Source: an optimization exercise on an open RTL-to-GDS flow (aim: small area, a short achievable clock period and few clock cycles per item). Production flows keep margins and buffers that such runs may drop. In this exercise RTL edits were held to simulation tests only and were not proved equivalent to the original. No activity file was given, so power comes from the tool's default toggle rates.

<file path="design/flow/design.v">
module fpadd (
    clk, reset, start,
    a, b,
    sum,
    done
);
    input clk, reset, start;
    input [31:0] a, b;
    output [31:0] sum;
    output done;
    reg        done;
    reg [31:0] sum;
    wire [31:0] res;
    fpadd_comb u_comb (.a(a), .b(b), .y(res));
    always @(posedge clk) begin
        if (reset)
            done <= 1'b0;
        else if (start)
            done <= 1'b1;
        if (start)
            sum <= res;
    end
endmodule
module pfx_add #(parameter W = 24) (
    input  [W-1:0] x,
    input  [W-1:0] y,
    input          cin,
    output [W-1:0] s,
    output         cout
);
    localparam L = (W >= 32) ? 6 : (W >= 16) ? 5 : (W >= 8) ? 4 : (W >= 4) ? 3 : (W >= 2) ? 2 : 1;
    wire [W:0] g [0:L];
    wire [W:0] p [0:L];
    assign g[0] = {x & y, cin};
    assign p[0] = {x ^ y, 1'b0};
    genvar l, i;
    generate
        for (l = 0; l < L; l = l + 1) begin : lev
            for (i = 0; i <= W; i = i + 1) begin : bt
                if ((i >> l) & 1) begin : comb
                    localparam integer J = ((i >> l) << l) - 1;
                    assign g[l+1][i] = g[l][i] | (p[l][i] & g[l][J]);
                    assign p[l+1][i] = p[l][i] & p[l][J];
                end else begin : pass
                    assign g[l+1][i] = g[l][i];
                    assign p[l+1][i] = p[l][i];
                end
            end
        end
    endgenerate
    assign s    = p[0][W:1] ^ g[L][W-1:0];
    assign cout = g[L][W];
endmodule
module fpadd_comb (
    input  [31:0] a,
    input  [31:0] b,
    output [31:0] y
);
    wire [7:0]  ea = a[30:23];
    wire [7:0]  eb = b[30:23];
    wire        sa = a[31];
    wire        sb = b[31];
    wire        sub = sa ^ sb;
    wire        a_inf  = &ea;
    wire        b_inf  = &eb;
    wire        a_zero = ~|a[30:0];
    wire        b_zero = ~|b[30:0];
    wire [7:0]  dab, dba;
    wire        a_ge, b_ge;
    pfx_add #(8) u_dab (.x(ea), .y(~eb), .cin(1'b1), .s(dab), .cout(a_ge));
    pfx_add #(8) u_dba (.x(eb), .y(~ea), .cin(1'b1), .s(dba), .cout(b_ge));
    wire        e_eq = (ea == eb);
    wire [22:0] m_unused;
    wire        m_age;
    pfx_add #(23) u_mcmp (.x(a[22:0]), .y(~b[22:0]), .cin(1'b1), .s(m_unused), .cout(m_age));
    wire        swap = e_eq ? ~m_age : ~a_ge;      
    wire [7:0]  d    = a_ge ? dab : dba;
    wire        near = sub & ~|d[7:1];
    wire [23:0] Ml = swap ? {1'b1, b[22:0]} : {1'b1, a[22:0]};
    wire [23:0] Ms = swap ? {1'b1, a[22:0]} : {1'b1, b[22:0]};
    wire        sL = swap ? sb : sa;
    wire        sS = swap ? sa : sb;
    wire [7:0]  eL = swap ? eb : ea;
    wire [4:0]  sh  = (|d[7:5]) ? 5'd31 : d[4:0];
    wire [23:0] F   = Ms >> sh;
    wire [23:0] lost_mask = ~(24'hffffff << sh);
    wire        sticky = |(Ms & lost_mask);
    wire        fc  = sS & sticky;
    wire [24:0] Fx  = sub ? ~{1'b0, F} : {1'b0, F};
    wire [24:0] Rf;
    wire        Rf_co;
    pfx_add #(25) u_far (.x({1'b0, Ml}), .y(Fx), .cin(sub ^ fc), .s(Rf), .cout(Rf_co));
    wire [7:0]  eL_p = eL + 8'd1;
    wire [7:0]  eL_m = eL - 8'd1;
    wire [7:0]  fe  = Rf[24] ? eL_p : Rf[23] ? eL : eL_m;
    wire [22:0] fm  = Rf[24] ? Rf[23:1] : Rf[23] ? Rf[22:0] : {Rf[21:0], 1'b0};
    wire        n_d1 = ea[0] ^ eb[0];              
    wire [23:0] nF  = n_d1 ? {1'b0, Ms[23:1]} : Ms;
    wire        nc  = n_d1 & sS & Ms[0];
    wire [23:0] Rn;
    wire        Rn_co;
    pfx_add #(24) u_near (.x(Ml), .y(~nF), .cin(~nc), .s(Rn), .cout(Rn_co));
    wire        z16 = ~|Rn[23:8];
    wire [23:0] s1  = z16 ? {Rn[7:0], 16'd0} : Rn;
    wire        z8  = ~|s1[23:16];
    wire [23:0] s2  = z8 ? {s1[15:0], 8'd0} : s1;
    wire        z4  = ~|s2[23:20];
    wire [23:0] s3  = z4 ? {s2[19:0], 4'd0} : s2;
    wire        z2  = ~|s3[23:22];
    wire [23:0] s4  = z2 ? {s3[21:0], 2'd0} : s3;
    wire        z1  = ~s4[23];
    wire [22:0] nm  = z1 ? {s4[21:0], 1'b0} : s4[22:0];
    wire [4:0]  lz  = {z16, z8, z4, z2, z1};
    wire        n_zero = ~|Rn;
    wire [7:0]  ne  = eL - {3'd0, lz};
    wire [30:0] norm = near ? {ne, nm} : {fe, fm};
    wire        sel_a = a_inf | (~b_inf & b_zero);
    wire        sel_b = ~a_inf & (b_inf | (~b_zero & a_zero));
    wire        sel_n = ~sel_a & ~sel_b & ~(near & n_zero);
    assign y = ({32{sel_a}} & a) | ({32{sel_b}} & b) | ({32{sel_n}} & {sL, norm});
endmodule
</file>
<file path="design/flow/flow/run.sh">
#!/bin/bash
# The standard layout, with Yosys's full/half-adder extraction turned off
# (ADDER_MAP_FILE empty) so that ABC maps the adders and comparators as plain
# gates. Synthesis is otherwise the standard one, so the registers keep the
# standard synthesis's names and cell types.
set -euo pipefail
bash standard.sh ADDER_MAP_FILE= finish > make_finish.log 2>&1
</file>
<file path="design/flow/standard.sh">
#!/bin/bash
# synth_recipe.tcl (not shown) runs the flow's synth.tcl, then flattens the netlist and writes it again
# the make line also repeats each setting of config.mk as NAME=value (left out here)
make -C /OpenROAD-flow-scripts/flow DESIGN_CONFIG=/design/flow/config.mk WORK_HOME=/design/flow/orfs CLKGATE_MAP_FILE= SYNTH_SCRIPT=/design/flow/synth_recipe.tcl "${@:-finish}"
</file>
<file path="design/flow/config.mk">
export PLATFORM = sky130hd
export DESIGN_NAME = fpadd
export DESIGN_NICKNAME = fpadd
export VERILOG_FILES = /design/flow/design.v
export SDC_FILE = /design/flow/constraint.sdc
export NUM_CORES = 4
export LEC_CHECK = 0
export ABC_AREA = 1
export CAP_MARGIN = 20
export CORE_MARGIN = 2
export CORE_UTILIZATION = 40
export PLACE_DENSITY = 0.6
export SLEW_MARGIN = 20
</file>
<file path="design/flow/constraint.sdc">
create_clock -name core_clock -period 8.0 [get_ports {clk}]
set_input_delay 1.6000 -clock core_clock [delete_from_list [all_inputs] [get_ports {clk}]]
set_output_delay 1.6000 -clock core_clock [all_outputs]
set_load 0.01 [all_outputs]
</file>
==> impl_metrics.ini, run 1 <==
[global_routing]
gr-total-overflow = 0
met3_usage_pct = 3.24
grt_pass1_vias = 13100
use_met2_pct = 57.4
grt_max_degree = 53
antenna_found_initial = 0
grt_pass1_wl_mm = 75.2
use_met1_pct = 45.8
grtUsageTotal_pct = 34.8
top_usage_layer = met2

[cells_and_area]
drive_gt1_share_pct = 17.0
finish.utilization_pct = 52.4
fillers = 2816
antenna_cells = 0
nNetsFinal = 2355
final_cell_count_no_fill = 2624
area_growth_pct = 29.5

[place]
port_buffers = 99
gp_congestion = 0.982
place_inst = 2604
dp_hpwl_mm = 41.8

[worst_setup_path]
worst_path_most_repeated_cell = nand2_1
critPathMaxStageDelay_ns = 0.55
worstSetupEndpointType = flop
critical_path_class = in2reg
cp-start-kind = primary input
arrival_ns = 7.63
cp_slowest_cell = clkdlybuf4s50_1
worstPathRequired_ns = 8.00
worstPathMaxFanout = 13

[detailed_routing]
ant_nets = 0
drt-initial-drc-count = 1584
drc_errors = 0
wirelength_mm = 50.7
vias_per_cell = 5.55
num_vias = 14600
dr.pass1.iters = 12
wl_per_cell_microns = 19.3

[timing]
finalClockSkew_ns = 0
tightest_slew_ns = 0.887
period_share_pct = 95.3
hold_viol = 0
drv_slew = 0
finalSetupViolations = 0
timing.hold.ws_ns = 0.471
min_period_ns = 7.63
fin_tns_setup_ns = 0
max_freq_mhz = 131
relSlewSlack_pct = 40.3

[run_status]
status = finished clean

[worst_hold_path]
min_path_type = reg2reg

[yosys]
syn_area_sq_mm = 0.0105
synthesis.nets = 2132
syn_area_per_cell_sq_um = 5.08
yosysUniqueCellTypes = 55
synth_cells = 2065
ys_ff_latch = 33
synth_edf_count = 32
synth.area.top_cells = nand2_1 29%, nand3_1 10%, edfxtp_1 9.2%
synth_top_area_cell = nand2_1
netlist.area_leader.share_pct = 29.0
yosys_warnings = 5
synthArstFlopShare_pct = 0
synth-seq-area-share_pct = 9.35
ys.flop_type = edfxtp_1

[floorplan]
core_area_sq_mm = 0.0259
rows = 59
initial_utilization_pct = 40.5
dieWidth_microns = 166
dieArea_sq_mm = 0.0275
io_pins = 100
die_h_microns = 166

[power_and_ir_drop]
ir_drop_mv = 0.134
p_per_area_mw_per_mm2 = 205
p_leak_nw = 7.06

[clocking]
h-tree-depth = 2
cts_tree = built
cts_made_buffers = 5
cts.sinks = 33
clock_path_buffers = 2
cts.hold.buffers_added = 0
clkLatencyLatePin_ns = 0.28
clkSlewWorstSetupHoldPaths_ns = 0.06
cts_root_buf = clkbuf_16

[job]
maxCapViolations = 0
## synth_stat cells, types with 10 or more instances
cell / n
o211ai_1: 30
xor2_1: 37
nor4_1: 14
o21ai_2: 12
nand3_1: 216
or2_2: 21
o22ai_1: 16
o21ai_0: 105
nor2_1: 142
buf_6: 12
edfxtp_1: 32
nor2_2: 10
a21oi_1: 61
buf_2: 30
nand2_2: 26
inv_2: 43
o21ai_1: 68
nand4_1: 20
inv_1: 204
mux2i_1: 10
nand2_1: 810
clkbuf_1: 21
## per-layer routing
| layer | vias to the layer above | routed length, microns |
|---|---|---|
| li1 | 7150 | - |
| met1 | 6584 | 21300 |
| met2 | 695 | 22700 |
| met3 | 137 | 3910 |
| met4 | 0 | 2690 |
| met5 | - | 0 |
## state kept, by name (all words and copies together) (netlist names)
register	count
sum	32
done	1
## timing repair
action / in CTS / in global routing
endpoints found under the setup margin: 0 / 31
buffers inserted: 0 / 6
resized for setup: 0 / 97
## per-stage QoR
stage | area [sq um] | setup slack (ns) | power, W
final | 13600 | 0.374 | 0.00279
after global routing | 13600 | -0.0133 | 0.00301
after CTS | 13100 | 0.158 | 0.00266
after detailed placement | 12900 | -0.130 | 0.00247
after global placement | 12900 | -0.0698 | 0.00247
after floorplan | 10500 | 1.87 | 0.00160
## cells by family (layout without fill, tap and decap cells)
family                    Yosys count  count (layout)  share of synthesized area (%)
AOI/OAI and AO/OA                 345             345                           19.3
buffers and inverters             326             549                           13.3
and+or+nand+nor                  1306            1307                           53.4
xor gates and xnor gates           45              45                           3.76
muxes                              10              10                          0.954
DFF                                33              33                           9.35
## where the power goes
| part | switching [W] | leakage (nW) | internal [W] |
|---|---|---|---|
| logic | 0.00145 | 6.67 | 0.000867 |
| registers | 0.0000215 | 0.322 | 0.000264 |
| clock network | 0.0000736 | 0.0706 | 0.000114 |
| total | 0.00154 | 7.06 | 0.00125 |
## final cells by class
type | instances | area [sq um] | share of cell area, %
Clock buffer | 6 | 129 | 0.949
Inverter | 251 | 942 | 6.93
Timing Repair Buffer | 290 | 2670 | 19.7
Sequential cell | 33 | 981 | 7.22
Tap cell | 335 | 419 | 3.09
Clock inverter | 2 | 10.0 | 0.0737
Multi-Input combinational cell | 1707 | 8430 | 62.1
## worst paths after layout
| check | end | cells past startpoint | startpoint | slack [ns] |
|---|---|---|---|---|
| max | sum[6]$_DFFE_PP_ | 47 | b[28] | 0.37 |
| min | done$_SDFFE_PP0P_ | 2 | done$_SDFFE_PP0P_ | 0.47 |
| max reg2reg | done$_SDFFE_PP0P_ | 2 | done$_SDFFE_PP0P_ | 7.45 |
| min reg2reg | done$_SDFFE_PP0P_ | 2 | done$_SDFFE_PP0P_ | 0.47 |
## worst max-delay path: cells and delay by family
kind | cells | cell delay (ns)
and+or+nand+nor | 34 | 3.78
buffers and inverters | 9 | 1.56
AOI/OAI and AO/OA | 4 | 0.64
## cells in the final DEF, fill, tap and decap left out, types with 5 or more instances in the layout
master             n
o21a_1             9
o21ai_1           61
nor2_4            11
edfxtp_1          32
or2_2             21
xor2_1            36
nand4_1           20
o21ai_2           20
o21ai_4            8
nor2_2            18
a21boi_1           5
clkdlybuf4s50_1   94
o211ai_1          30
o22ai_1           16
dlymetal6s2s_1     5
o21ai_0           96
nand2_1          789
buf_12            10
nor4_1            13
nor3_1             8
a21oi_1           61
or2_1              6
nand2_2           44
xnor2_1            8
mux2i_1           10
nor2_1           131
buf_4            172
o21bai_1           7
clkbuf_16          9
inv_2             43
nand3_1          209
nand3_2           10
nand2_4            8
inv_1            204
a31oi_1            6
and2_1             5
o2111ai_1          5
Testbench counts, summed over its fixed seeds: cycles 2,408, items 2,400.
==> inputs of run 2 (changes only) <==
--- a/design/flow/config.mk
+++ b/design/flow/config.mk
@@ -9,5 +9,5 @@
 export CAP_MARGIN = 20
 export CORE_MARGIN = 2
-export CORE_UTILIZATION = 40
-export PLACE_DENSITY = 0.6
+export CORE_UTILIZATION = 65
+export PLACE_DENSITY = 0.8
 export SLEW_MARGIN = 20
==> run 2 against run 1 <==
Still clean. Flip-flop and latch count did not move. Sequential power barely moved. Register-to-register slack barely moved. Fmax fell by 1.7%. Worst setup slack got worse by 0.14 ns. Combinational power fell by about 10%. Total power fell by 7.5%. Sequential share of layout area rose by 0.76 points. Clock-buffer cell count did not move. First-iteration DRC count rose by 48%. Largest power group unchanged.
==> impl_metrics.ini, run 2 <==
[run_status]
status = finished clean

[timing]
max_freq_mhz = 129
finalSetupViolations = 0
min_period_ns = 7.76
relSlewSlack_pct = 30.5
setup_ws_ns = 0.238
hold_viol = 0
period_share_pct = 97.0
fin_tns_setup_ns = 0
drv_slew = 0
tightest_slew_ns = 1.03
finalClockSkew_ns = 0

[cells_and_area]
reg.largest.list = sum: 32 flops, done: 1 flops
largest_reg_flops = 32
layout_common_cells = 801 x nand2_1, 212 x nand3_1, 202 x inv_1
final_cell_area_sq_mm = 0.0123
seqCellArea_sq_um = 981
drive_gt1_share_pct = 10.9
top_register = sum
finish.utilization_pct = 77.7
area_growth_pct = 17.3
layout_commonest_cell = nand2_1
fillers = 1357
antenna_cells = 0
multi_input_area_sq_mm = 0.00828
nNetsFinal = 2231

[detailed_routing]
vias_per_cell = 6.22
drt-initial-drc-count = 2341
ant_nets = 0
drc_errors = 0
num_vias = 14800
dr.pass1.iters = 10
wirelength_mm = 43.4
wl_per_cell_microns = 18.2

[global_routing]
grt_pass1_wl_mm = 64.1
grtUsageTotal_pct = 47.9
grt_max_degree = 71
gr-total-overflow = 0
antenna_found_initial = 0
grt_pass1_vias = 12100

[yosys]
ys_ff_latch = 33
yosys_warnings = 5
synth_most_common_cell = nand2_1
yosysUniqueCellTypes = 55
synthesis.nets = 2132
synth_cells = 2065
synth-seq-area-share_pct = 9.35
synthArstFlopShare_pct = 0
ys.flop_type = edfxtp_1
synthTopCellsByCount = 810 x nand2_1, 216 x nand3_1, 204 x inv_1
synth.area.top_cells = nand2_1 29%, nand3_1 10%, edfxtp_1 9.2%
syn_area_sq_mm = 0.0105
netlist.area_leader.share_pct = 29.0
syn_area_per_cell_sq_um = 5.08
synth_edf_count = 32
synth_top_area_cell = nand2_1

[clocking]
cts_made_buffers = 5
clkSlewWorstSetupHoldPaths_ns = 0.05
cts.sinks = 33
cts_root_buf = clkbuf_16
clkLatencyLatePin_ns = 0.28
clock_path_buffers = 2
cts.hold.buffers_added = 0
cts_tree = built
h-tree-depth = 2

[power_and_ir_drop]
p_leak_nw = 6.49
p_per_area_mw_per_mm2 = 210
finalPower_w = 0.00258
ir_drop_mv = 0.112

[place]
dp_hpwl_mm = 33.4
port_buffers = 99
gp_congestion = 1.18
preCtsSetupSlack_ns = 0.0152
placed_area_sq_mm = 0.0117

[floorplan]
dieWidth_microns = 131
dieArea_sq_mm = 0.0172
core_area_sq_mm = 0.0158
io_pins = 100
initial_utilization_pct = 66.3
die_h_microns = 131
rows = 46

[worst_setup_path]
ff2ff_setup_slack_ns = 7.45
cp-start-kind = primary input
cp_slowest_cell = clkdlybuf4s50_1
critical_path_class = in2reg
worst_path_most_repeated_cell = nand2_1
critPathMaxStageDelay_ns = 0.53
worstSetupEndpointType = flop
arrival_ns = 7.75
worstPathMaxFanout = 16
worstPathRequired_ns = 7.99

[job]
maxCapViolations = 0

[worst_hold_path]
min_path_type = reg2reg
run 2: changes by cell type in the layout (fill, tap and decap cells not counted), sizes merged:
cell	change
clkinvlp	+1
clkbuf	-1
inv	-2
clkdlybuf4s50	-10
buf	-123
bufinv	+1
dlymetal6s2s	+10
run 2: metrics by stage:
step,instances,hold WS [ns]
final,2381,0.480
after global routing,2381,0.512
after CTS,2365,0.494
after detailed placement,2357,0.482
after global placement,2357,0.458
after floorplan,2065,0.503
run 2: metal layers:
metal / up-vias / track usage (%) / part of all wire [%]
met2: 1316 / 72.1 / 41
li1: 6903 / - / -
met5: - / 0 / 0
met3: 271 / 13.4 / 16
met1: 6331 / 61.4 / 36
met4: 0 / 27.7 / 7.6
run 2: report_power, final:
group          switching, W  leakage, nW  internal (W)
sequential        0.0000207        0.322      0.000264
combinational       0.00137         6.09      0.000702
clock             0.0000726       0.0785      0.000146
total               0.00147         6.49       0.00111
run 2: timing repair:
item | in CTS | in global routing
buffers inserted | 0 | 13
resized for setup | 0 | 70
setup endpoints to repair | 0 | 31
endpoints found under the hold margin | 0 | 0
run 2: final cells by class:
cell class              count  area share [%]
repair buffers            166            13.4
inverters                 251            7.76
clock inverters             2           0.275
clock buffers               6            1.05
well taps                 216            2.20
flip-flops and latches     33            7.98
multi-input cells        1707            67.3
run 2: cells by family after synthesis:
family	after synthesis	synth area share [%]
xor gates and xnor gates	45	3.76
and+or+nand+nor	1306	53.4
buffers and inverters	326	13.3
muxes	10	0.954
DFF	33	9.35
AOI/OAI and AO/OA	345	19.3
run 2: worst max-delay path: cells and delay by family:
family,cells,cell delay (ns)
buffers and inverters,5,1.10
and+or+nand+nor,34,4.02
AOI/OAI and AO/OA,4,1.00
run 2: path summary, 6_finish.rpt:
kind | end | from | cells past startpoint
setup / recovery | sum[8]$_DFFE_PP_ | b[24] | 43
hold / removal | done$_SDFFE_PP0P_ | done$_SDFFE_PP0P_ | 2
setup reg to reg | done$_SDFFE_PP0P_ | done$_SDFFE_PP0P_ | 2
hold reg to reg | done$_SDFFE_PP0P_ | done$_SDFFE_PP0P_ | 2
==> inputs of run 3 (changes only) <==
==> design/flow/flow/run.sh (replaced) <==
#!/bin/bash
# The standard layout, with two changes:
# - Yosys's full/half-adder extraction is turned off (ADDER_MAP_FILE empty) so
#   that ABC maps the adders and comparators as plain gates. Synthesis is
#   otherwise the standard one, so the registers keep the standard
#   synthesis's names and cell types.
# - every input and output port still gets a buffer, but a plain buf_2 rather
#   than the default pick (a slow delay buffer).
set -euo pipefail
bash standard.sh ADDER_MAP_FILE= "BUFFER_PORTS_ARGS=-buffer_cell sky130_fd_sc_hd__buf_2" finish > make_finish.log 2>&1
==> run 3 against run 2 <==
Still clean. Largest cell class unchanged. Largest power group unchanged. Sequential power fell by 2%. Clock power fell by 15%. Cell count fell by 0.97%. Core utilization fell by 5.2 points. Critical path depth rose by 4. Synthesized area did not move. Critical endpoint is now sum[1]$_DFFE_PP_. Synthesized cell count did not move.
==> impl_metrics.ini, run 3 <==
[run_status]
status = finished clean

[worst_setup_path]
worstPathMaxFanout = 16
cp-start-kind = primary input
critPathMaxStageDelay_ns = 0.33
r2r_cells = 2
r2r_start = done$_SDFFE_PP0P_
ff2ff_setup_slack_ns = 7.44
worstSetupEndpointType = flop
r2r_end = done$_SDFFE_PP0P_
critical_path_class = in2reg
worstPathRequired_ns = 8.00
worst_path_most_repeated_cell = nand2_1
cp_slowest_cell = a21oi_1
arrival_ns = 7.64

[timing]
tightest_slew_ns = 1.27
finalSetupViolations = 0
period_share_pct = 95.5
setup_ws_ns = 0.363
relSlewSlack_pct = 14.7
min_period_ns = 7.64
hold_viol = 0
drv_slew = 0
max_freq_mhz = 131
finalClockSkew_ns = 0

[yosys]
ys_ff_latch = 33
syn_area_per_cell_sq_um = 5.08
synth_top_area_cell = nand2_1
synth-seq-area-share_pct = 9.35
synthesis.nets = 2132
synth.area.top_cells = nand2_1 29%, nand3_1 10%, edfxtp_1 9.2%
synthArstFlopShare_pct = 0
synth_cells = 2065
synth_most_common_cell = nand2_1
yosys_warnings = 5
netlist.area_leader.share_pct = 29.0
yosysUniqueCellTypes = 55
synth_edf_count = 32
ys.flop_type = edfxtp_1
synthTopCellsByCount = 810 x nand2_1, 216 x nand3_1, 204 x inv_1
syn_area_sq_mm = 0.0105

[clocking]
h-tree-depth = 2
clkSlewWorstSetupHoldPaths_ns = 0.05
cts_made_buffers = 5
cts_root_buf = clkbuf_16
cts_tree = built
clock_path_buffers = 2
cts.sinks = 33
clkLatencyLatePin_ns = 0.28

[cells_and_area]
layout_commonest_cell = nand2_1
top_register = sum
area_growth_pct = 9.37
reg.largest.list = sum: 32 flops, done: 1 flops
fillers = 1443
antenna_cells = 0
finish.utilization_pct = 72.5
drive_gt1_share_pct = 13.9
layout_common_cells = 808 x nand2_1, 214 x nand3_1, 201 x inv_1
largest_reg_flops = 32
nNetsFinal = 2208

[floorplan]
io_pins = 100
initial_utilization_pct = 66.3
rows = 46
die_h_microns = 131
core_area_sq_mm = 0.0158
dieWidth_microns = 131
dieArea_sq_mm = 0.0172

[worst_hold_path]
min_path_type = reg2reg
min_to = done$_SDFFE_PP0P_
min_from = done$_SDFFE_PP0P_
whs_path_depth = 2

[detailed_routing]
drt-initial-drc-count = 2242
drc_errors = 0
num_vias = 14700
ant_nets = 0
dr.pass1.iters = 14
vias_per_cell = 6.25
wl_per_cell_microns = 17.6
wirelength_mm = 41.5

[global_routing]
antenna_found_initial = 0
grt_pass1_vias = 12200
grt_max_degree = 44
gr-total-overflow = 0
grtUsageTotal_pct = 47.0
grt_pass1_wl_mm = 62.5

[power_and_ir_drop]
ir_drop_mv = 0.132
finalPower_w = 0.00245
p_per_area_mw_per_mm2 = 213
p_leak_nw = 6.21

[place]
dp_hpwl_mm = 32.7
port_buffers = 99
preCtsSetupSlack_ns = 0.0862
gp_congestion = 1.15

[job]
maxCapViolations = 0
==> run 3: cells by family (layout without fill, tap and decap cells) <==
kind of cell | count (synthesis) | count (layout) | synth area share, %
simple gates | 1306 | 1307 | 53.4
xor+xnor | 45 | 45 | 3.76
flops | 33 | 33 | 9.35
buf+inv | 326 | 402 | 13.3
compound gates | 345 | 345 | 19.3
mux | 10 | 10 | 0.954
==> run 3: repair_timing <==
action / CTS / global route
buffers inserted: 0 / 16
setup endpoints to repair: 0 / 31
resized for setup: 0 / 39
hold buffers: 0 / 0
==> run 3: final cells by class <==
| cell class | instances | area [sq um] | share of cell area [%] |
|---|---|---|---|
| well taps | 216 | 270 | 2.36 |
| inverters | 251 | 961 | 8.38 |
| multi-input cells | 1707 | 8250 | 71.9 |
| flip-flops and latches | 33 | 981 | 8.55 |
| clock inverters | 2 | 10.0 | 0.0873 |
| repair buffers | 143 | 871 | 7.59 |
| clock buffers | 6 | 129 | 1.12 |
==> run 3: worst max-delay path by stage <==
stage / from / to / slack, ns / depth (start not counted)
after CTS: b[24] / sum[12]$_DFFE_PP_ / 0.36 / 47
after global placement: a[27] / sum[8]$_DFFE_PP_ / 0.24 / 43
after floorplan: b[24] / sum[9]$_DFFE_PP_ / 1.87 / 48
after global routing: b[24] / sum[12]$_DFFE_PP_ / -0.06 / 48
after detailed placement: b[24] / sum[12]$_DFFE_PP_ / 0.09 / 47
final: b[24] / sum[1]$_DFFE_PP_ / 0.36 / 47
==> run 3: where the power goes <==
group / switching (W) / internal (W)
logic: 0.00138 / 0.000608
clock network: 0.0000717 / 0.000114
registers: 0.0000147 / 0.000264
==> run 3: layer usage <==
layer / track usage [%] / vias to the layer above / share of wire [%]
met4: 31.2 / 0 / 8.7
met3: 15.7 / 311 / 17
met1: 58.2 / 6324 / 35
met2: 69.2 / 1243 / 40
met5: 0 / - / 0
li1: - / 6862 / -
==> run 3: stage by stage <==
step / TNS [ns] / instances / hold WS (ns) / area (sq um)
6_report: 0 / 2358 / 0.470 / 11500
5_1_grt: -0.140 / 2358 / 0.521 / 11500
4_1_cts: 0 / 2341 / 0.482 / 11200
3_5_place_dp: 0 / 2333 / 0.469 / 11000
3_3_place_gp: 0 / 2333 / 0.455 / 11000
2_1_floorplan: 0 / 2065 / 0.503 / 10500
==> run 3: worst max-delay path, delay by kind of cell <==
kind	cells	cell delay (ns)
compound gates	6	1.06
buf+inv	8	1.01
xor+xnor	1	0.16
simple gates	32	3.77
==> inputs of run 4 (changes only) <==
--- a/design/flow/config.mk
+++ b/design/flow/config.mk
@@ -11,3 +11,4 @@
 export CORE_UTILIZATION = 65
 export PLACE_DENSITY = 0.8
+export SETUP_SLACK_MARGIN = 1.5
 export SLEW_MARGIN = 20
==> run 4 against run 3 <==
The run now fails in global routing (5_1_grt). Synthesized cell count did not move. Synthesized area did not move.
==> impl_metrics.ini, run 4 <==
[yosys]
synth_most_common_cell = nand2_1
ys.flop_type = edfxtp_1
synthTopCellsByCount = 810 x nand2_1, 216 x nand3_1, 204 x inv_1
syn_area_per_cell_sq_um = 5.08
syn_area_sq_mm = 0.0105
ys_ff_latch = 33
yosysUniqueCellTypes = 55
synth_top_area_cell = nand2_1
synth.area.top_cells = nand2_1 29%, nand3_1 10%, edfxtp_1 9.2%
yosys_warnings = 5
netlist.area_leader.share_pct = 29.0
synth-seq-area-share_pct = 9.35
synthesis.nets = 2132
synth_cells = 2065
synth_edf_count = 32
synthArstFlopShare_pct = 0

[timing]
worstEpCategory = register data pin
worstEndpointGrtRepair = sum[30]$_DFFE_PP_/D

[run_status]
stop_stage = global routing (5_1_grt)
stop_error = [ERROR GRT-0232] Routing congestion too high. Check the congestion heatmap in the GUI.
status = did not finish

[floorplan]
io_pins = 100
initial_utilization_pct = 66.3
dieWidth_microns = 131
rows = 46
die_h_microns = 131

[clocking]
cts.hold.buffers_added = 0
cts_root_buf = clkbuf_16
h-tree-depth = 2
cts.sinks = 33
cts_made_buffers = 5
clock_path_buffers = 2

[place]
gp_congestion = 1.15
port_buffers = 99
placed_area_sq_mm = 0.0110
place_inst = 2333
dp_hpwl_mm = 32.7

[global_routing]
gr-total-overflow = 872
grt_max_degree = 44
grtUsageTotal_pct = 96.5
==> run 4: cell counts after synthesis <==
Identical to the previous run, type by type.
==> run 4: worst min path at each step <==
stage / slack [ns] / end / start / cells after the start
floorplan: 0.50 / done$_SDFFE_PP0P_ / done$_SDFFE_PP0P_ / 2
CTS: 0.48 / done$_SDFFE_PP0P_ / done$_SDFFE_PP0P_ / 2
global placement: 0.45 / done$_SDFFE_PP0P_ / done$_SDFFE_PP0P_ / 2
detailed placement: 0.47 / done$_SDFFE_PP0P_ / done$_SDFFE_PP0P_ / 2
==> run 4: through the flow <==
| step | setup WS (ns) | util (%) | total power [W] |
|---|---|---|---|
| after floorplan | 1.87 | - | 0.00160 |
| after global placement | 0.243 | 69.7 | 0.00206 |
| after detailed placement | 0.0862 | 69.7 | 0.00209 |
| after CTS | 1.25 | 82.5 | 0.00265 |
==> run 4: kinds of logic after synthesis <==
kind of cell           Yosys count  synth area share [%]
AND/OR/NAND/NOR               1306                  53.4
AO/OA/AOI/OAI                  345                  19.3
buffers and inverters          326                  13.3
XOR/XNOR                        45                  3.76
flip-flops                      33                  9.35
multiplexers                    10                 0.954
==> run 4: power groups by stage <==
stage	clock network, W	logic, W	registers (W)
4_1_cts	0.000185	0.00219	0.000278
3_5_place_dp	0	0.00181	0.000281
2_1_floorplan	0	0.00130	0.000307
3_3_place_gp	0	0.00178	0.000281
==> run 4: per-layer routing <==
layer  GRT overflow  GRT usage (%)
met3             31           79.3
met4            236            111
met5              4           59.1
met1             17           88.1
met2            584            117
==> run 4: repair_timing <==
action / CTS
hold endpoints to repair: 0
gates resized for setup: 270
pin swaps: 85
setup endpoints to repair: 32
cloned: 18
setup buffers: 79
==> inputs of run 5 (changes only) <==
--- a/design/flow/design.v
+++ b/design/flow/design.v
@@ -52,4 +52,45 @@
     assign cout = g[L][W];
 endmodule
+module lzc32 (
+    input  [31:0] x,
+    output [4:0]  cnt,
+    output        nz
+);
+    wire [15:0] v1;
+    wire [15:0] c1;
+    genvar i;
+    generate
+        for (i = 0; i < 16; i = i + 1) begin : l1
+            assign v1[i] = x[2*i+1] | x[2*i];
+            assign c1[i] = ~x[2*i+1];
+        end
+    endgenerate
+    wire [7:0]  v2;
+    wire [15:0] c2;
+    generate
+        for (i = 0; i < 8; i = i + 1) begin : l2
+            assign v2[i] = v1[2*i+1] | v1[2*i];
+            assign c2[2*i+1:2*i] = v1[2*i+1] ? {1'b0, c1[2*i+1]} : {1'b1, c1[2*i]};
+        end
+    endgenerate
+    wire [3:0]  v3;
+    wire [11:0] c3;
+    generate
+        for (i = 0; i < 4; i = i + 1) begin : l3
+            assign v3[i] = v2[2*i+1] | v2[2*i];
+            assign c3[3*i+2:3*i] = v2[2*i+1] ? {1'b0, c2[4*i+3:4*i+2]} : {1'b1, c2[4*i+1:4*i]};
+        end
+    endgenerate
+    wire [1:0]  v4;
+    wire [7:0]  c4;
+    generate
+        for (i = 0; i < 2; i = i + 1) begin : l4
+            assign v4[i] = v3[2*i+1] | v3[2*i];
+            assign c4[4*i+3:4*i] = v3[2*i+1] ? {1'b0, c3[6*i+5:6*i+3]} : {1'b1, c3[6*i+2:6*i]};
+        end
+    endgenerate
+    assign nz  = v4[1] | v4[0];
+    assign cnt = v4[1] ? {1'b0, c4[7:4]} : {1'b1, c4[3:0]};
+endmodule
 module fpadd_comb (
     input  [31:0] a,
@@ -101,16 +142,13 @@
     wire        Rn_co;
     pfx_add #(24) u_near (.x(Ml), .y(~nF), .cin(~nc), .s(Rn), .cout(Rn_co));
-    wire        z16 = ~|Rn[23:8];
-    wire [23:0] s1  = z16 ? {Rn[7:0], 16'd0} : Rn;
-    wire        z8  = ~|s1[23:16];
-    wire [23:0] s2  = z8 ? {s1[15:0], 8'd0} : s1;
-    wire        z4  = ~|s2[23:20];
-    wire [23:0] s3  = z4 ? {s2[19:0], 4'd0} : s2;
-    wire        z2  = ~|s3[23:22];
-    wire [23:0] s4  = z2 ? {s3[21:0], 2'd0} : s3;
-    wire        z1  = ~s4[23];
-    wire [22:0] nm  = z1 ? {s4[21:0], 1'b0} : s4[22:0];
-    wire [4:0]  lz  = {z16, z8, z4, z2, z1};
-    wire        n_zero = ~|Rn;
+    wire [4:0]  lz;
+    wire        n_nz;
+    lzc32 u_lzc (.x({Rn, 8'd0}), .cnt(lz), .nz(n_nz));
+    wire [23:0] s1  = lz[4] ? {Rn[7:0], 16'd0} : Rn;
+    wire [23:0] s2  = lz[3] ? {s1[15:0], 8'd0} : s1;
+    wire [23:0] s3  = lz[2] ? {s2[19:0], 4'd0} : s2;
+    wire [23:0] s4  = lz[1] ? {s3[21:0], 2'd0} : s3;
+    wire [22:0] nm  = lz[0] ? {s4[21:0], 1'b0} : s4[22:0];
+    wire        n_zero = ~n_nz;
     wire [7:0]  ne  = eL - {3'd0, lz};
     wire [30:0] norm = near ? {ne, nm} : {fe, fm};
--- a/design/flow/config.mk
+++ b/design/flow/config.mk
@@ -11,4 +11,3 @@
 export CORE_UTILIZATION = 65
 export PLACE_DENSITY = 0.8
-export SETUP_SLACK_MARGIN = 1.5
 export SLEW_MARGIN = 20
==> run 5 against run 4 <==
The run now finishes clean. Synthesized cell count is 12% higher. Synthesized area rose by 11%.
==> impl_metrics.ini, run 5 <==
[run_status]
status = finished clean

[timing]
finalSetupViolations = 0
relSlewSlack_pct = 27.2
grt_setup_unrepaired = no
max_freq_mhz = 132
drv_slew = 0
period_share_pct = 94.8
tightest_slew_ns = 1.09
fin_tns_setup_ns = 0
min_period_ns = 7.59
hold_viol = 0
finalClockSkew_ns = 0

[global_routing]
grtUsageTotal_pct = 50.5
gr-total-overflow = 0
grt_pass1_wl_mm = 74.0
antenna_found_initial = 4
grt_pass1_vias = 14200
grt_max_degree = 81

[yosys]
synth_edf_count = 32
synthTopCellsByCount = 956 x nand2_1, 330 x nand3_1, 225 x inv_1
synth-seq-area-share_pct = 8.41
synth.area.top_cells = nand2_1 31%, nand3_1 14%, edfxtp_1 8.2%
synth_top_area_cell = nand2_1
synthesis.nets = 2378
yosysUniqueCellTypes = 54
ys_ff_latch = 33
synthArstFlopShare_pct = 0
syn_area_per_cell_sq_um = 5.05
synth_cells = 2311
ys.flop_type = edfxtp_1
netlist.area_leader.share_pct = 30.8
syn_area_sq_mm = 0.0117
synth_most_common_cell = nand2_1
yosys_warnings = 5

[cells_and_area]
reg.largest.list = sum: 32 flops, done: 1 flops
layout_commonest_cell = nand2_1
drive_gt1_share_pct = 13.1
area_growth_pct = 5.56
top_register = sum
largest_reg_flops = 32
final_cell_area_sq_mm = 0.0123
nNetsFinal = 2434
finish.utilization_pct = 70.7
fillers = 1671
layout_common_cells = 956 x nand2_1, 330 x nand3_1, 225 x inv_1

[clocking]
cts_root_buf = clkbuf_16
cts_resized = 0
cts_tree = built
cts_made_buffers = 5
clock_path_buffers = 2
cts.sinks = 33
clkLatencyLatePin_ns = 0.28
cts.hold.buffers_added = 0
h-tree-depth = 2
clkSlewWorstSetupHoldPaths_ns = 0.06
post-cts-setup-buffers = 0

[worst_setup_path]
startpoint = a[27]
worstSetupEndpointType = flop
critical_path_class = in2reg
r2r_start = done$_SDFFE_PP0P_
cp-start-kind = primary input
worstPathRequired_ns = 8.03
cp_slowest_cell = nand2_8
arrival_ns = 7.62
r2r_cells = 2
worstPathMaxFanout = 80
worst_path_most_repeated_cell = nand2_1
critPathMaxStageDelay_ns = 0.43

[place]
port_buffers = 99
dp_hpwl_mm = 38.8
gp_congestion = 1.15
placed_area_sq_mm = 0.0121

[worst_hold_path]
min_path_type = reg2reg
min_from = done$_SDFFE_PP0P_
whs_path_depth = 2

[floorplan]
dieWidth_microns = 138
rows = 48
initial_utilization_pct = 67.0
core_area_sq_mm = 0.0174
dieArea_sq_mm = 0.0190
die_h_microns = 138
io_pins = 100

[detailed_routing]
vias_per_cell = 6.35
drc_errors = 0
ant_nets = 0
wl_per_cell_microns = 18.9
dr.pass1.iters = 9
wirelength_mm = 49.2
num_vias = 16500
drt-initial-drc-count = 2388

[power_and_ir_drop]
p_per_area_mw_per_mm2 = 228
ir_drop_mv = 0.181
p_leak_nw = 6.95

[job]
maxCapViolations = 0
## run 5: cell types whose count changed after synthesis, sizes merged, moves of 7 or more
cell and change:
nor2 +40, o211ai -18, o21ai -55, o22ai +12, nor3 +7, or2 -23
nand4 +9, a21oi -9, nand3 +122, mux2i -10, inv +30, o21a -7
nand2 +174
## run 5: kinds of logic (layout without fill, tap and decap cells)
group	count (synthesis)	in the layout	synth area share (%)
xor gates and xnor gates	42	42	3.15
other	0	3	0
and+or+nand+nor	1632	1632	62.3
AOI/OAI and AO/OA	251	251	12.6
DFF	33	33	8.41
adders and majority gates	1	1	0.0858
buffers and inverters	352	409	13.4
## run 5: metrics by stage
stage | instances | setup slack, ns | hold WS, ns | power, W
2_1_floorplan | 2311 | 2.55 | 0.503 | 0.00188
3_3_place_gp | 2584 | 0.627 | 0.443 | 0.00239
3_5_place_dp | 2584 | 0.552 | 0.475 | 0.00243
4_1_cts | 2592 | 0.838 | 0.490 | 0.00267
5_1_grt | 2593 | 0.00597 | 0.512 | 0.00301
6_report | 2596 | 0.413 | 0.477 | 0.00281
## run 5: final timing paths
check | end | slack, ns
hold / removal | done$_SDFFE_PP0P_ | 0.48
setup reg to reg | done$_SDFFE_PP0P_ | 7.44
hold reg to reg | done$_SDFFE_PP0P_ | 0.48
setup / recovery | sum[15]$_DFFE_PP_ | 0.41
## run 5: critical path, delay by kind of cell
kind / cells / cell delay [ns]
simple gates: 30 / 4.93
buf+inv: 5 / 0.63
compound gates: 1 / 0.42
## run 5: layer usage
metal  track usage (%)  wire length, microns  vias up
met3              21.3                  8200      367
met5                 0                    13        -
met2              74.1                 19600     1424
met1              59.3                 17000     7142
met4              34.6                  4370        2
li1                  -                     -     7549
## run 5: layout make-up
type	instances	area, sq um	share of cell area, %
Inverter	280	1060	8.58
Sequential cell	33	981	7.97
Tap cell	225	282	2.29
Multi-Input combinational cell	1926	9130	74.2
Clock buffer	7	143	1.16
Timing Repair Buffer	121	681	5.53
Antenna cell	3	7.51	0.0610
Clock inverter	1	30.0	0.244
## run 5: power breakdown
part	leakage, nW	internal (W)	switching (W)	total (W)
clock network	0.0841	0.000156	0.0000776	0.000233
logic	6.54	0.000650	0.00161	0.00226
registers	0.323	0.000283	0.0000268	0.000310
Testbench counts of run 5, summed over its fixed seeds: cycles 2,408, items 2,400.
==> inputs of run 6 (changes only) <==
--- a/design/flow/design.v
+++ b/design/flow/design.v
@@ -117,5 +117,6 @@
     wire        swap = e_eq ? ~m_age : ~a_ge;      
     wire [7:0]  d    = a_ge ? dab : dba;
-    wire        near = sub & ~|d[7:1];
+    wire        d01  = e_eq | (dab == 8'd1) | (dba == 8'd1);
+    wire        near = sub & d01;
     wire [23:0] Ml = swap ? {1'b1, b[22:0]} : {1'b1, a[22:0]};
     wire [23:0] Ms = swap ? {1'b1, a[22:0]} : {1'b1, b[22:0]};
@@ -123,27 +124,25 @@
     wire        sS = swap ? sa : sb;
     wire [7:0]  eL = swap ? eb : ea;
-    wire [4:0]  sh  = (|d[7:5]) ? 5'd31 : d[4:0];
-    wire [23:0] F   = Ms >> sh;
-    wire [23:0] lost_mask = ~(24'hffffff << sh);
-    wire        sticky = |(Ms & lost_mask);
-    wire        fc  = sS & sticky;
+    wire        big = (|d[7:5]) | (d[4] & d[3]);    
+    wire [23:0] Fs  = Ms >> d[4:0];
+    wire [23:0] lost_mask = ~(24'hffffff << d[4:0]);
+    wire        st_f = big | (|(Ms & lost_mask));
+    wire        n_d1 = ea[0] ^ eb[0];              
+    wire [23:0] nF  = n_d1 ? {1'b0, Ms[23:1]} : Ms;
+    wire        st_n = n_d1 & Ms[0];
+    wire [23:0] F   = near ? nF : (big ? 24'd0 : Fs);
+    wire        c   = sS & (near ? st_n : st_f);
     wire [24:0] Fx  = sub ? ~{1'b0, F} : {1'b0, F};
-    wire [24:0] Rf;
-    wire        Rf_co;
-    pfx_add #(25) u_far (.x({1'b0, Ml}), .y(Fx), .cin(sub ^ fc), .s(Rf), .cout(Rf_co));
+    wire [24:0] R;
+    wire        R_co;
+    pfx_add #(25) u_add (.x({1'b0, Ml}), .y(Fx), .cin(sub ^ c), .s(R), .cout(R_co));
     wire [7:0]  eL_p = eL + 8'd1;
     wire [7:0]  eL_m = eL - 8'd1;
-    wire [7:0]  fe  = Rf[24] ? eL_p : Rf[23] ? eL : eL_m;
-    wire [22:0] fm  = Rf[24] ? Rf[23:1] : Rf[23] ? Rf[22:0] : {Rf[21:0], 1'b0};
-    wire        n_d1 = ea[0] ^ eb[0];              
-    wire [23:0] nF  = n_d1 ? {1'b0, Ms[23:1]} : Ms;
-    wire        nc  = n_d1 & sS & Ms[0];
-    wire [23:0] Rn;
-    wire        Rn_co;
-    pfx_add #(24) u_near (.x(Ml), .y(~nF), .cin(~nc), .s(Rn), .cout(Rn_co));
+    wire [7:0]  fe  = R[24] ? eL_p : R[23] ? eL : eL_m;
+    wire [22:0] fm  = R[24] ? R[23:1] : R[23] ? R[22:0] : {R[21:0], 1'b0};
     wire [4:0]  lz;
     wire        n_nz;
-    lzc32 u_lzc (.x({Rn, 8'd0}), .cnt(lz), .nz(n_nz));
-    wire [23:0] s1  = lz[4] ? {Rn[7:0], 16'd0} : Rn;
+    lzc32 u_lzc (.x({R[23:0], 8'd0}), .cnt(lz), .nz(n_nz));
+    wire [23:0] s1  = lz[4] ? {R[7:0], 16'd0} : R[23:0];
     wire [23:0] s2  = lz[3] ? {s1[15:0], 8'd0} : s1;
     wire [23:0] s3  = lz[2] ? {s2[19:0], 4'd0} : s2;
==> run 6 against run 5 <==
Still clean. Cell area decreased by 14%. Worst setup slack better by 0.14 ns. Largest power group unchanged. Highest routed layer is now met4. Clock-buffer cell count down 2. Flip-flop and latch count stayed put. Register-to-register slack lost 0.02 ns. Critical endpoint is now sum[3]$_DFFE_PP_. Clock power down 3%. Clock skew unchanged. Total power down 11%.
==> impl_metrics.ini, run 6 <==
[place]
dp_hpwl_mm = 32.4
preCtsSetupSlack_ns = 0.430
place_inst = 2115
gp_congestion = 1.15
port_buffers = 99

[power_and_ir_drop]
ir_drop_mv = 0.136
p_per_area_mw_per_mm2 = 235
p_leak_nw = 5.61
finalPower_w = 0.00249

[detailed_routing]
drt-initial-drc-count = 2759
drc_errors = 0
vias_per_cell = 6.49
dr.pass1.iters = 12
num_vias = 13800
wl_per_cell_microns = 19.2
ant_nets = 0
wirelength_mm = 41.0

[yosys]
synthesis.nets = 1942
netlist.area_leader.share_pct = 27.0
syn_area_per_cell_sq_um = 5.23
synth_cells = 1875
ys_ff_latch = 33
synthTopCellsByCount = 706 x nand2_1, 313 x nand3_1, 172 x inv_1
synthArstFlopShare_pct = 0
synth_top_area_cell = nand2_1
synth_edf_count = 32
yosysUniqueCellTypes = 58
synth.area.top_cells = nand2_1 27%, nand3_1 16%, edfxtp_1 9.8%
synth-seq-area-share_pct = 10.0
ys.flop_type = edfxtp_1
syn_area_sq_mm = 0.00981
synth_most_common_cell = nand2_1
yosys_warnings = 4

[clocking]
cts_root_buf = clkbuf_16
cts_made_buffers = 5
clkSlewWorstSetupHoldPaths_ns = 0.06
cts.hold.buffers_added = 0
cts.sinks = 33
cts_tree = built
clkLatencyLatePin_ns = 0.28
clock_path_buffers = 2
h-tree-depth = 2

[global_routing]
grt_pass1_wl_mm = 63.1
gr-total-overflow = 0
grt_pass1_vias = 11900
antenna_found_initial = 3
grtUsageTotal_pct = 49.2
grt_max_degree = 59

[job]
maxCapViolations = 0

[timing]
finalSetupViolations = 0
tightest_slew_ns = 1.04
min_period_ns = 7.45
finalClockSkew_ns = 0
period_share_pct = 93.1
max_freq_mhz = 134
grt_setup_unrepaired = no
hold_viol = 0
fin_tns_setup_ns = 0
setup_ws_ns = 0.550
drv_slew = 0
relSlewSlack_pct = 30.2

[worst_setup_path]
worstPathMaxFanout = 27
worst_path_most_repeated_cell = nand2_1
r2r_end = done$_SDFFE_PP0P_
worstPathRequired_ns = 7.97
r2r_cells = 2
critical_path_class = in2reg
cp-start-kind = primary input
r2r_start = done$_SDFFE_PP0P_
worstSetupEndpointType = flop
cp_slowest_cell = inv_2
arrival_ns = 7.42
ff2ff_setup_slack_ns = 7.42
critPathMaxStageDelay_ns = 0.37

[cells_and_area]
nNetsFinal = 2009
seqCellArea_sq_um = 981
reg.largest.list = sum: 32 flops, done: 1 flops
drive_gt1_share_pct = 13.9
final_cell_count_no_fill = 2129
fillers = 1394
area_growth_pct = 7.97
layout_common_cells = 706 x nand2_1, 312 x nand3_1, 172 x inv_1
top_register = sum
largest_reg_flops = 32
multi_input_area_sq_mm = 0.00772
layout_commonest_cell = nand2_1

[floorplan]
io_pins = 100
initial_utilization_pct = 67.0
rows = 44
core_area_sq_mm = 0.0146
die_h_microns = 127
dieWidth_microns = 127
dieArea_sq_mm = 0.0161

[worst_hold_path]
min_from = done$_SDFFE_PP0P_
min_to = done$_SDFFE_PP0P_
whs_path_depth = 2
min_path_type = reg2reg

[run_status]
status = finished clean
-- run 6: changes by cell type in the layout (fill, tap and decap cells not counted), sizes merged, moves of 6 or more --
cell    change
inv        -77
nand2     -259
a22oi       +6
o211ai     +28
o22ai      -18
o221ai     +19
xor2       -18
o21ai      -27
nor2       -77
a21oi       +7
nand3      -19
-- run 6: worst max path at each step --
| stage | to | startpoint |
|---|---|---|
| finish | sum[3]$_DFFE_PP_ | b[28] |
| floorplan | sum[17]$_DFFE_PP_ | b[28] |
| global route | sum[30]$_DFFE_PP_ | b[28] |
| detailed placement | sum[11]$_DFFE_PP_ | b[28] |
| CTS | sum[6]$_DFFE_PP_ | b[28] |
| global placement | sum[11]$_DFFE_PP_ | b[28] |
-- run 6: worst max-delay path: cells and delay by family --
family,cells,cell delay (ns)
and+or+nand+nor,31,3.78
AOI/OAI and AO/OA,6,1.04
buffers and inverters,5,0.98
-- run 6: cells by family after synthesis --
group	count (synthesis)	synth area share (%)
and+or+nand+nor	1273	58.5
xor gates and xnor gates	20	1.79
DFF	33	10.0
buffers and inverters	273	11.8
AOI/OAI and AO/OA	276	17.9
-- run 6: through the flow --
| stage | hold slack [ns] | area, sq um | utilization (%) |
|---|---|---|---|
| after floorplan | 0.503 | 9810 | - |
| after global placement | 0.443 | 10300 | 70.7 |
| after detailed placement | 0.503 | 10300 | 70.7 |
| after CTS | 0.510 | 10500 | 71.8 |
| after global routing | 0.564 | 10600 | 72.4 |
| final | 0.509 | 10600 | 72.4 |
-- run 6: cell type report --
| type | instances | share of cell area [%] |
|---|---|---|
| Antenna cell | 2 | 0.0472 |
| Clock buffer | 5 | 1.18 |
| Clock inverter | 3 | 0.437 |
| Inverter | 206 | 7.39 |
| Multi-Input combinational cell | 1570 | 72.9 |
| Sequential cell | 33 | 9.26 |
| Tap cell | 184 | 2.17 |
| Timing Repair Buffer | 126 | 6.66 |
-- run 6: what timing repair did --
item | 4_1_cts | 5_1_grt
gates resized for setup | 0 | 11
endpoints found under the setup margin | 0 | 24
setup buffers | 0 | 3
-- run 6: power breakdown --
| group | switching, W | internal [W] |
|---|---|---|
| Sequential | 0.0000172 | 0.000269 |
| Clock | 0.0000785 | 0.000147 |
| Combinational | 0.00139 | 0.000584 |
-- run 6: routing by layer --
metal  share of wire (%)  track usage (%)  routed length [microns]  up-vias
met3                  16             12.9                     6480      285
met1                  35             64.6                    14500     5908
met5                   0                0                        0        -
met4                 8.8             29.9                     3620        0
met2                  40             72.2                    16300     1239
li1                    -                -                        -     6376
Testbench counts of run 6, summed over its fixed seeds: cycles 2,408, items 2,400.
==> inputs of run 7 (changes only) <==
--- a/design/flow/design.v
+++ b/design/flow/design.v
@@ -112,8 +112,8 @@
     pfx_add #(8) u_dba (.x(eb), .y(~ea), .cin(1'b1), .s(dba), .cout(b_ge));
     wire        e_eq = (ea == eb);
-    wire [22:0] m_unused;
-    wire        m_age;
-    pfx_add #(23) u_mcmp (.x(a[22:0]), .y(~b[22:0]), .cin(1'b1), .s(m_unused), .cout(m_age));
-    wire        swap = e_eq ? ~m_age : ~a_ge;      
+    wire [30:0] c_unused;
+    wire        mag_ge;
+    pfx_add #(31) u_cmp (.x(a[30:0]), .y(~b[30:0]), .cin(1'b1), .s(c_unused), .cout(mag_ge));
+    wire        swap = ~mag_ge;                    
     wire [7:0]  d    = a_ge ? dab : dba;
     wire        d01  = e_eq | (dab == 8'd1) | (dba == 8'd1);
==> design/flow/flow/run.sh (replaced) <==
#!/bin/bash
# The standard layout, with three changes:
# - Yosys's full/half-adder extraction is turned off (ADDER_MAP_FILE empty) so
#   that ABC maps the adders and comparators as plain gates.
# - ABC maps for area without its own buffering and upsizing (the layout's
#   repair sizes the gates with real wire loads instead). This uses a copy of
#   ORFS's scripts folder in which only abc_area.script differs.
# - every input and output port still gets a buffer, but a plain buf_2 rather
#   than the default pick (a slow delay buffer).
# Synthesis is otherwise the standard one, so the registers keep the standard
# synthesis's names and cell types.
set -euo pipefail
here=$(pwd)
cp -r "$FLOW_HOME/scripts" "$here/scripts_mod"
cp "$here/flow/abc_area.script" "$here/scripts_mod/abc_area.script"
bash standard.sh SCRIPTS_DIR="$here/scripts_mod" ADDER_MAP_FILE= \
  "BUFFER_PORTS_ARGS=-buffer_cell sky130_fd_sc_hd__buf_2" finish > make_finish.log 2>&1
==> design/flow/flow/abc_area.script (new file) <==
strash
dch
map -B 0.9
topo
stime -c
dnsize -c
==> run 7 against run 6 <==
Wire length shrank 5.1%. Fmax shrank 2.6%. Cell area grew 0.18%. Register-to-register slack is essentially flat. Hold slack lost 0.011 ns.
==> impl_metrics.ini, run 7 <==
[worst_hold_path]
min_path_type = reg2reg
whs_path_depth = 2
min_from = done$_SDFFE_PP0P_
min_to = done$_SDFFE_PP0P_

[worst_setup_path]
r2r_start = done$_SDFFE_PP0P_
path_buf_inv = 7
arrival_ns = 7.63
critical_path_class = in2reg
cp-start-kind = primary input
ff2ff_setup_slack_ns = 7.43
cp_slowest_cell = clkinvlp_4
r2r_end = done$_SDFFE_PP0P_
path_depth = 44
worst_path_most_repeated_cell = nand2_1
path_delay_family = simple AND/OR/NAND/NOR gates
worstPathRequired_ns = 7.99
critPathMaxStageDelay_ns = 0.30
worstSetupEndpointType = flop
r2r_cells = 2
worstPathMaxFanout = 25

[cells_and_area]
final_cell_count_no_fill = 2191
layout_commonest_cell = nand2_1
drive_gt1_share_pct = 10.9
final_cell_area_sq_mm = 0.0106
reg.largest.list = sum: 32 flops, done: 1 flops
area_growth_pct = 17.4
largest_reg_flops = 32
layout_common_cells = 729 x nand2_1, 354 x nand3_1, 208 x clkinv_1
top_register = sum
antenna_cells = 0
nNetsFinal = 2077

[power_and_ir_drop]
ir_drop_mv = 0.108
swShare_pct = 58.0
internal_power_w = 0.000927
p_per_area_mw_per_mm2 = 208
finalPower_w = 0.00221
power_frac_clock_pct = 8.8
comb_power_share_pct = 78.6
p_switching_w = 0.00128
p_seq_share_pct = 12.6
p_leak_nw = 5.00

[floorplan]
rows = 43
io_pins = 100
initial_utilization_pct = 65.9
dieWidth_microns = 122
dieArea_sq_mm = 0.0149
core_area_sq_mm = 0.0137
die_h_microns = 122

[timing]
tightest_slew_ns = 0.899
finalClockSkew_ns = 0
drv_slew = 0
min_period_ns = 7.65
max_freq_mhz = 131
fin_tns_setup_ns = 0
period_share_pct = 95.6
relSlewSlack_pct = 39.5
timing.hold.ws_ns = 0.498
finalSetupViolations = 0
hold_viol = 0

[place]
dp_hpwl_mm = 29.9
placed_area_sq_mm = 0.0103
gp_congestion = 1.21
port_buffers = 99
place_inst = 2177

[global_routing]
grt_max_degree = 52
grt_pass1_wl_mm = 59.6
grt_pass1_vias = 11900
antenna_found_initial = 0
grtUsageTotal_pct = 50.7
gr-total-overflow = 0

[clocking]
clkLatencyLatePin_ns = 0.29
cts.sinks = 33
clock_path_buffers = 2
h-tree-depth = 2
clkSlewWorstSetupHoldPaths_ns = 0.06
cts_made_buffers = 5
cts_root_buf = clkbuf_16
cts_tree = built
cts.hold.buffers_added = 0

[detailed_routing]
drt-initial-drc-count = 3001
vias_per_cell = 6.46
drc_errors = 0
wl_per_cell_microns = 17.7
wirelength_mm = 38.9
num_vias = 14100
ant_nets = 0
dr.pass1.iters = 12

[yosys]
synth.area.top_cells = nand2_1 31%, nand3_1 20%, edfxtp_1 11%
syn_area_per_cell_sq_um = 4.91
syn_area_sq_mm = 0.00904
netlist.area_leader.share_pct = 31.1
ys.flop_type = edfxtp_1
synth_cells = 1840
synth_most_common_cell = nand2_1
yosys_warnings = 4
synth_edf_count = 32
yosysUniqueCellTypes = 27
synthArstFlopShare_pct = 0
synth-seq-area-share_pct = 10.8
synthesis.nets = 1907
synth_top_area_cell = nand2_1
ys_ff_latch = 33
synthTopCellsByCount = 748 x nand2_1, 356 x nand3_1, 216 x clkinv_1

[run_status]
status = finished clean

[job]
maxCapViolations = 0
==> run 7: cell types whose count changed in the layout (fill, tap and decap cells not counted), sizes merged, moves of 8 or more <==
cell,previous run,this run
nand3,324,356
o211ai,41,20
a31oi,3,11
clkinv,7,214
inv,200,1
buf,126,160
==> run 7: what timing repair did <==
item / 4_1_cts / 5_1_grt
hold endpoints to repair: 0 / 0
buffers inserted: 0 / 3
endpoints found under the setup margin: 0 / 32
resized for setup: 0 / 44
==> run 7: how the worst max path moves through the flow <==
stage | start | endpoint | slack [ns]
5_1_grt | b[1] | sum[15]$_DFFE_PP_ | -0.64
3_3_place_gp | b[1] | sum[6]$_DFFE_PP_ | 0.15
3_5_place_dp | b[26] | sum[6]$_DFFE_PP_ | -0.11
4_1_cts | b[29] | sum[6]$_DFFE_PP_ | 0.18
2_1_floorplan | a[23] | sum[16]$_DFFE_PP_ | 0.002
6_report | b[1] | sum[6]$_DFFE_PP_ | 0.35
==> run 7: kinds of logic (layout without fill, tap and decap cells) <==
group                  Yosys count  after routing  synth area share (%)
AND/OR/NAND/NOR               1315           1317                  61.8
buffers and inverters          216            385                  8.97
XOR/XNOR                        21             21                  2.03
flip-flops                      33             33                  10.8
multiplexers                     2              2                 0.221
AO/OA/AOI/OAI                  253            253                  16.1
==> run 7: worst register-to-register path: stages (launching register included) <==
cell,delay [ns]
dfxtp_1,0.31
nor2_1,0.10
nor2_1,0.06
==> run 7: layout make-up <==
class | count | area, sq um
well taps | 180 | 225
fillers | 1263 | 3110
flip-flops and latches | 33 | 981
repair buffers | 160 | 998
repair inverters | 1 | 7.51
inverters | 216 | 831
multi-input cells | 1593 | 7430
clock buffers | 6 | 129
clock inverters | 2 | 10.0
==> run 7: power groups by stage <==
stage                     logic, W  clock network (W)  registers, W
after floorplan            0.00106                  0      0.000305
after global placement     0.00156                  0      0.000279
after detailed placement   0.00159                  0      0.000281
after CTS                  0.00160           0.000189      0.000278
after global routing       0.00189           0.000197      0.000282
final                      0.00174           0.000195      0.000278
==> run 7: stage by stage <==
| step | worst slack, ns | utilization (%) |
|---|---|---|
| floorplan | 0.00241 | - |
| global placement | 0.151 | 74.9 |
| detailed placement | -0.114 | 74.9 |
| CTS | 0.176 | 75.9 |
| global route | -0.636 | 77.4 |
| finish | 0.352 | 77.4 |
==> run 7: metal layers <==
layer / GRT usage [%] / vias up / part of all wire (%)
li1: - / 6572 / -
met1: 68.0 / 5964 / 36
met2: 72.6 / 1283 / 40
met3: 17.4 / 328 / 17
met4: 23.9 / 0 / 7.2
met5: 0 / - / 0
Testbench counts of run 7, summed over its fixed seeds: cycles 2,408, items 2,400.
==> inputs of run 8 (changes only) <==
--- a/design/flow/design.v
+++ b/design/flow/design.v
@@ -102,9 +102,11 @@
     wire        sa = a[31];
     wire        sb = b[31];
-    wire        sub = sa ^ sb;
     wire        a_inf  = &ea;
     wire        b_inf  = &eb;
     wire        a_zero = ~|a[30:0];
     wire        b_zero = ~|b[30:0];
+    wire        pick_a = a_inf | (~b_inf & b_zero);
+    wire        pick_b = ~a_inf & (b_inf | (~b_zero & a_zero));
+    wire        pick   = pick_a | pick_b;
     wire [7:0]  dab, dba;
     wire        a_ge, b_ge;
@@ -115,6 +117,7 @@
     wire        mag_ge;
     pfx_add #(31) u_cmp (.x(a[30:0]), .y(~b[30:0]), .cin(1'b1), .s(c_unused), .cout(mag_ge));
-    wire        swap = ~mag_ge;                    
+    wire        swap = pick ? pick_b : ~mag_ge;    
     wire [7:0]  d    = a_ge ? dab : dba;
+    wire        sub  = (sa ^ sb) & ~pick;
     wire        d01  = e_eq | (dab == 8'd1) | (dba == 8'd1);
     wire        near = sub & d01;
@@ -125,4 +128,5 @@
     wire [7:0]  eL = swap ? eb : ea;
     wire        big = (|d[7:5]) | (d[4] & d[3]);    
+    wire        kill = big | pick;
     wire [23:0] Fs  = Ms >> d[4:0];
     wire [23:0] lost_mask = ~(24'hffffff << d[4:0]);
@@ -131,6 +135,6 @@
     wire [23:0] nF  = n_d1 ? {1'b0, Ms[23:1]} : Ms;
     wire        st_n = n_d1 & Ms[0];
-    wire [23:0] F   = near ? nF : (big ? 24'd0 : Fs);
-    wire        c   = sS & (near ? st_n : st_f);
+    wire [23:0] F   = near ? nF : (kill ? 24'd0 : Fs);
+    wire        c   = sS & ~pick & (near ? st_n : st_f);
     wire [24:0] Fx  = sub ? ~{1'b0, F} : {1'b0, F};
     wire [24:0] R;
@@ -149,10 +153,5 @@
     wire [23:0] s4  = lz[1] ? {s3[21:0], 2'd0} : s3;
     wire [22:0] nm  = lz[0] ? {s4[21:0], 1'b0} : s4[22:0];
-    wire        n_zero = ~n_nz;
-    wire [7:0]  ne  = eL - {3'd0, lz};
-    wire [30:0] norm = near ? {ne, nm} : {fe, fm};
-    wire        sel_a = a_inf | (~b_inf & b_zero);
-    wire        sel_b = ~a_inf & (b_inf | (~b_zero & a_zero));
-    wire        sel_n = ~sel_a & ~sel_b & ~(near & n_zero);
-    assign y = ({32{sel_a}} & a) | ({32{sel_b}} & b) | ({32{sel_n}} & {sL, norm});
+    wire [7:0]  ne  = n_nz ? eL - {3'd0, lz} : 8'd0;
+    assign y = near ? {sL & n_nz, ne, nm} : {sL, fe, fm};
 endmodule
==> design/flow/flow/run.sh (replaced) <==
#!/bin/bash
# The standard layout, with two changes:
# - Yosys's full/half-adder extraction is turned off (ADDER_MAP_FILE empty) so
#   that ABC maps the adders and comparators as plain gates. Synthesis is
#   otherwise the standard one, so the registers keep the standard
#   synthesis's names and cell types.
# - every input and output port still gets a buffer, but a plain buf_2 rather
#   than the default pick (a slow delay buffer).
set -euo pipefail
bash standard.sh ADDER_MAP_FILE= "BUFFER_PORTS_ARGS=-buffer_cell sky130_fd_sc_hd__buf_2" finish > make_finish.log 2>&1
removed: design/flow/flow/abc_area.script
==> run 8 against run 7 <==
Global-route usage shrank 11 points. Clock-buffer cell count grew 1. Largest power group unchanged. Hold slack lost 0.039 ns. Cell count is 6.7% lower. Wire length decreased by 18%. Critical path type unchanged. Combinational power fell by 5%. Highest routed layer unchanged. Still clean.
==> impl_metrics.ini, run 8 <==
[yosys]
synthTopCellsByCount = 628 x nand2_1, 317 x nand3_1, 164 x inv_1
synth-seq-area-share_pct = 10.4
synth.area.top_cells = nand2_1 25%, nand3_1 17%, edfxtp_1 10%
ys_ff_latch = 33
synthesis.nets = 1865
yosys_warnings = 4
synth_most_common_cell = nand2_1
netlist.area_leader.share_pct = 25.0
synth_cells = 1798
syn_area_sq_mm = 0.00944
ys.flop_type = edfxtp_1
synthArstFlopShare_pct = 0
synth_top_area_cell = nand2_1
synth_edf_count = 32
syn_area_per_cell_sq_um = 5.25
yosysUniqueCellTypes = 60

[detailed_routing]
num_vias = 12200
ant_nets = 0
dr.pass1.iters = 6
drc_errors = 0
wl_per_cell_microns = 15.6
vias_per_cell = 5.98
wirelength_mm = 31.9
drt-initial-drc-count = 1487

[global_routing]
grtUsageTotal_pct = 39.4
use_met2_pct = 68.6
antenna_found_initial = 0
grt_pass1_vias = 11000
grt_pass1_wl_mm = 51.5
met3_usage_pct = 3.87
gr-total-overflow = 0
use_met1_pct = 48.9
grt_max_degree = 62
top_usage_layer = met2

[worst_setup_path]
worstPathMaxFanout = 61
cp-start-kind = primary input
worst_path_most_repeated_cell = nand2_1
critPathMaxStageDelay_ns = 0.51
arrival_ns = 7.44
cp_slowest_cell = inv_1
critical_path_class = in2reg
worstPathRequired_ns = 8.02
worstSetupEndpointType = flop

[timing]
relSlewSlack_pct = 35.9
tightest_slew_ns = 0.951
hold_viol = 0
min_period_ns = 7.41
timing.hold.ws_ns = 0.459
finalSetupViolations = 0
drv_slew = 0
period_share_pct = 92.7
grt_setup_unrepaired = no
finalClockSkew_ns = 0
fin_tns_setup_ns = 0
max_freq_mhz = 135

[clocking]
cts_root_buf = clkbuf_16
post-cts-setup-buffers = 0
cts_tree = built
cts_made_buffers = 5
clock_path_buffers = 2
h-tree-depth = 2
cts_resized = 0
cts.hold.buffers_added = 0
cts.sinks = 33
clkLatencyLatePin_ns = 0.28
clkSlewWorstSetupHoldPaths_ns = 0.05

[floorplan]
rows = 44
dieWidth_microns = 124
io_pins = 100
die_h_microns = 124
core_area_sq_mm = 0.0144
dieArea_sq_mm = 0.0155
initial_utilization_pct = 65.7

[cells_and_area]
nNetsFinal = 1927
drive_gt1_share_pct = 13.8
top_register = sum
layout_common_cells = 628 x nand2_1, 317 x nand3_1, 164 x inv_1
layout_commonest_cell = nand2_1
antenna_cells = 0
fillers = 1332
reg.largest.list = sum: 32 flops, done: 1 flops
finish.utilization_pct = 69.9
final_cell_count_no_fill = 2045
largest_reg_flops = 32
area_growth_pct = 6.50

[place]
place_inst = 2037
dp_hpwl_mm = 25.9
gp_congestion = 1.02
port_buffers = 99

[power_and_ir_drop]
p_leak_nw = 5.38
ir_drop_mv = 0.136
finalPower_w = 0.00216
p_per_area_mw_per_mm2 = 215

[worst_hold_path]
min_path_type = reg2reg

[run_status]
status = finished clean

[job]
maxCapViolations = 0
[run 8: cell count changes after synthesis, sizes merged, moves of 9 or more]
cell,delta
clkbuf,+10
inv,+192
nand3,-32
o21ai,+21
o22ai,-9
nand2,-56
nor4,-9
buf,+51
o221ai,-14
clkinv,-211
nor2,+21
[run 8: critical path: cells and delay by family]
kind | cells | cell delay, ns
and+or+nand+nor | 39 | 5.05
buffers and inverters | 3 | 0.72
[run 8: where the power goes]
part | switching, W | total (W) | internal [W]
clock | 0.0000706 | 0.000226 | 0.000155
combinational | 0.00116 | 0.00166 | 0.000496
sequential | 0.0000122 | 0.000276 | 0.000264
total | 0.00125 | 0.00216 | 0.000915
[run 8: path summary, 6_finish.rpt]
path | startpoint | end | slack (ns) | cells past startpoint
hold reg to reg | done$_SDFFE_PP0P_ | done$_SDFFE_PP0P_ | 0.46 | 2
setup / recovery | b[30] | sum[11]$_DFFE_PP_ | 0.59 | 42
hold / removal | done$_SDFFE_PP0P_ | done$_SDFFE_PP0P_ | 0.46 | 2
setup reg to reg | done$_SDFFE_PP0P_ | done$_SDFFE_PP0P_ | 7.45 | 2
[run 8: per-layer routing]
layer | share of wire [%] | up-vias
met5 | 0 | -
met3 | 8.6 | 148
met1 | 40 | 5339
met4 | 5.0 | 0
li1 | - | 6035
met2 | 47 | 704
[run 8: area by class of cell]
cell class / instances / area (sq um) / share of cell area, %
sequential: 33 / 981 / 9.76
clock buffer: 7 / 143 / 1.42
timing repair buffer: 118 / 638 / 6.35
inverter: 197 / 743 / 7.40
tap: 184 / 230 / 2.29
clock inverter: 1 / 30.0 / 0.299
multi-input combinational: 1505 / 7280 / 72.5
[run 8: stage by stage]
| step | setup slack [ns] | area, sq um |
|---|---|---|
| finish | 0.588 | 10000 |
| global route | 0.0643 | 10000 |
| CTS | 0.769 | 10000 |
| detailed placement | 0.518 | 9880 |
| global placement | 0.732 | 9880 |
| floorplan | 2.07 | 9440 |
[run 8: cell families after synthesis]
| group | share of synthesized area [%] |
|---|---|
| AND/OR/NAND/NOR | 61.0 |
| flip-flops | 10.4 |
| buffers and inverters | 12.4 |
| AO/OA/AOI/OAI | 13.6 |
| multiplexers | 0.530 |
| XOR/XNOR | 2.13 |
Testbench counts of run 8, summed over its fixed seeds: cycles 2,408, items 2,400.

static timing again, ports no longer ideal:
How much do the figures lean on ideal ports? The routed layouts below were timed once more, with nothing changed but the port constraints. Step 1: set_driving_cell puts a clkbuf_16 on clk and a buf_2 on each other input, an assumption about the parent block. Step 2, shift: input delay + t, output delay - t, t = (earliest + latest rising clock arrival at the registers) / 2. This alone moves slack from input paths to output paths. Three values: ideal, step 1, step 2; two values: the first two.
| run | shift t [ns] | setup WS [ns] |
|---|---|---|
| run 1 | 0.321 | 0.374 / 0.378 / 0.058 |
| run 2 | 0.321 | 0.238 / 0.246 / -0.075 |
| run 3 | 0.322 | 0.363 / 0.380 / 0.058 |
| run 5 | 0.316 | 0.413 / 0.417 / 0.101 |
| run 6 | 0.309 | 0.550 / 0.555 / 0.246 |
| run 7 | 0.329 | 0.352 / 0.370 / 0.041 |
| run 8 | 0.310 | 0.588 / 0.598 / 0.288 |
Met with ideal ports but missed after step 2: setup timing in run 2.
